Context: an optimization exercise on an open-source flow, tuned for small area and a short achievable clock period. The choices shown serve that exercise and are no tape-out recipe.
Function was checked by simulation only, so behaviour that the tests miss may differ from the original.

==> build 82 <==
// unified_computing_system
module unified_computing_system (
    input      [15:0] d_a, input [15:0] d_b, input [1:0] op_code,
    input clk, input rstn, input en_a, input en_b, input en_result,
    input cin, input bin,
    output reg [31:0] result, output reg [15:0] remainder,
    output reg cout, output reg bout, output reg overflow_flag, output reg error_flag);
  reg [15:0] qa, qb;
  always @(posedge clk) begin
    if (!rstn) begin qa <= 16'b0; qb <= 16'b0; end
    else begin if (en_a) qa <= d_a; if (en_b) qb <= d_b; end
  end
  wire sub = op_code[0];
  wire [15:0] bx = qb ^ {16{sub}};
  wire ci = sub ? ~bin : cin;
  wire [16:0] as_sum = {1'b0, qa} + {1'b0, bx} + {16'b0, ci};
  wire as_c = as_sum[16] ^ sub;
  wire as_ovf = (qa[15] == bx[15]) & (as_sum[15] != qa[15]);
  wire pp0_0 = qa[0] & qb[0];
  wire pp0_1 = qa[1] & qb[0];
  wire pp0_2 = qa[2] & qb[0];
  wire pp0_3 = qa[3] & qb[0];
  wire pp0_4 = qa[4] & qb[0];
  wire pp0_5 = qa[5] & qb[0];
  wire pp0_6 = qa[6] & qb[0];
  wire pp0_7 = qa[7] & qb[0];
  wire pp0_8 = qa[8] & qb[0];
  ...
Settings: LEC_CHECK=0, ABC_AREA=1, CAP_MARGIN=20, CORE_MARGIN=2, CORE_UTILIZATION=60, SLEW_MARGIN=20; clock period 26.0 ns.
standard.sh (not shown) runs the stock make flow with config.mk's settings and CLKGATE_MAP_FILE= SYNTH_SCRIPT=/design/flow/synth_recipe.tcl, a recipe that flattens the netlist after the stock synthesis.
==> flow/flow/run.sh <==
#!/bin/bash
# Standard ORFS layout, with a larger setup repair margin and minimum-size port buffers.
set -euo pipefail
bash standard.sh SETUP_SLACK_MARGIN=18 "BUFFER_PORTS_ARGS=-buffer_cell sky130_fd_sc_hd__buf_1" "SYNTH_ARGS=-noabc" finish > standard_flow.log 2>&1
==> inputs of build 36, as changes to build 82 <==
==> flow/flow/run.sh (replaced) <==
#!/bin/bash
# Standard ORFS layout, with a larger setup repair margin and minimum-size port buffers.
set -euo pipefail
bash standard.sh SETUP_SLACK_MARGIN=14 "BUFFER_PORTS_ARGS=-buffer_cell sky130_fd_sc_hd__buf_1" "SYNTH_ARGS=-noabc" finish > standard_flow.log 2>&1
==> flow_metrics.env <==
export IMPL_wl_met2_microns=49400
export IMPL_status="finished clean"
export IMPL_placed_area_sq_um=25700
export IMPL_grt_pass1_wl_microns=157000
export IMPL_fin_worst_skew_ns=0.0434
export IMPL_seq_area_sq_um=1740
export IMPL_gp_congestion=0.998
export IMPL_rr_worst_depth=90
export IMPL_rrSetupSlack_ns=14.57
-- figures above: build 82

==> flow_metrics.env <==
export IMPL_seq_area_sq_um=1700
export IMPL_placed_area_sq_um=25400
export IMPL_status="finished clean"
export IMPL_rr_worst_depth=83
export IMPL_fin_worst_skew_ns=0.0230
export IMPL_gp_congestion=1.00
export IMPL_grt_pass1_wl_microns=138000
export IMPL_wl_per_cell_microns=19.8
export IMPL_rrSetupSlack_ns=14.63
export IMPL_synth_top_area_share_pct=19.1
-- figures above: build 36


========
==> inputs of try-quartz <==
Another version of the RTL of unified_computing_system (not shown whole).
clock: 26.0 ns
lec_check: 0
cap_margin: 20
core_margin: 2
core_utilization: 60
setup_slack_margin: 5
slew_margin: 20
run.sh (not shown) runs the stock make flow with config.mk's settings and CLKGATE_MAP_FILE= SYNTH_SCRIPT=/design/flow/synth_recipe.tcl, a recipe that flattens the netlist after the stock synthesis.
Stock flow here: none of the scripts above is used.
==> try-pepper: changes against try-quartz <==
SETUP_SLACK_MARGIN = default   (was 5)
==> comparison table <==
                                                                        try-quartz                 try-pepper
Cell type of the slowest stage on the worst timing path                      or3_1                   a211oi_2
Clk slew on worst S/H paths                                                0.09 ns                    0.07 ns
Worst R2R Setup Slack                                                      6.05 ns                    3.93 ns
Global-route wire length before repair                                      118 mm                     118 mm
Final period demand of the worst path                                     19.95 ns                   22.07 ns
Clock buffers and inverters, area share                                     0.0138                     0.0140
FMAX                                                                      50.1 MHz                   45.3 MHz
Result of the run                                          complete, no violations    complete, no violations
Overall fraction of global-route tracks in use                               0.410                      0.410
Met2 wire length                                                           32.0 mm                    31.7 mm
1st-pass router iterations                                                       8                          6
CP peak stage delay                                                        0.55 ns                    0.76 ns
R2R cell count                                                                  77                         74
Met2 routing resource usage after global routing                             0.596                      0.597
Utilization of the core after routing                                        0.671                      0.664
Termination of the worst setup path                      remainder[7]$_SDFFE_PN0P_  remainder[4]$_SDFFE_PN0P_
Area delta synth->final                                                      10.0%                      8.79%
Per-cell routed wire length                                           24.9 microns               24.8 microns

-- static timing again, ports no longer ideal --
The flow's constraints put no driver on any port. The routed layouts listed below were extracted and timed again, unchanged, in two steps.
Step 1: set_driving_cell puts a clkbuf_16 on clk and a buf_2 on each other input, an assumption about the parent block.
Step 2 moves the port delays by t, midway between the first and last clock arrival at a register: inputs arrive t later, outputs are due t later. That takes back most of the time a late clock gives input paths.
Three values: ideal ports, drivers, drivers and shift; two values: the first two.
| run | t, ns | slack for setup (ns) | worst hold slack (ns) |
|---|---|---|---|
| build 82 | 0.464 | 14.572 / 14.572 / 14.572 | 0.468 / 0.468 / 0.468 |
| build 36 | 0.451 | 14.628 / 14.628 / 14.628 | 0.467 / 0.467 / 0.467 |
| try-quartz | 0.425 | 6.050 / 6.050 / 6.050 | 0.456 / 0.456 / 0.456 |
| try-pepper | 0.428 | 3.933 / 3.933 / 3.933 | 0.457 / 0.457 / 0.457 |
After both steps every run listed still meets setup and hold.
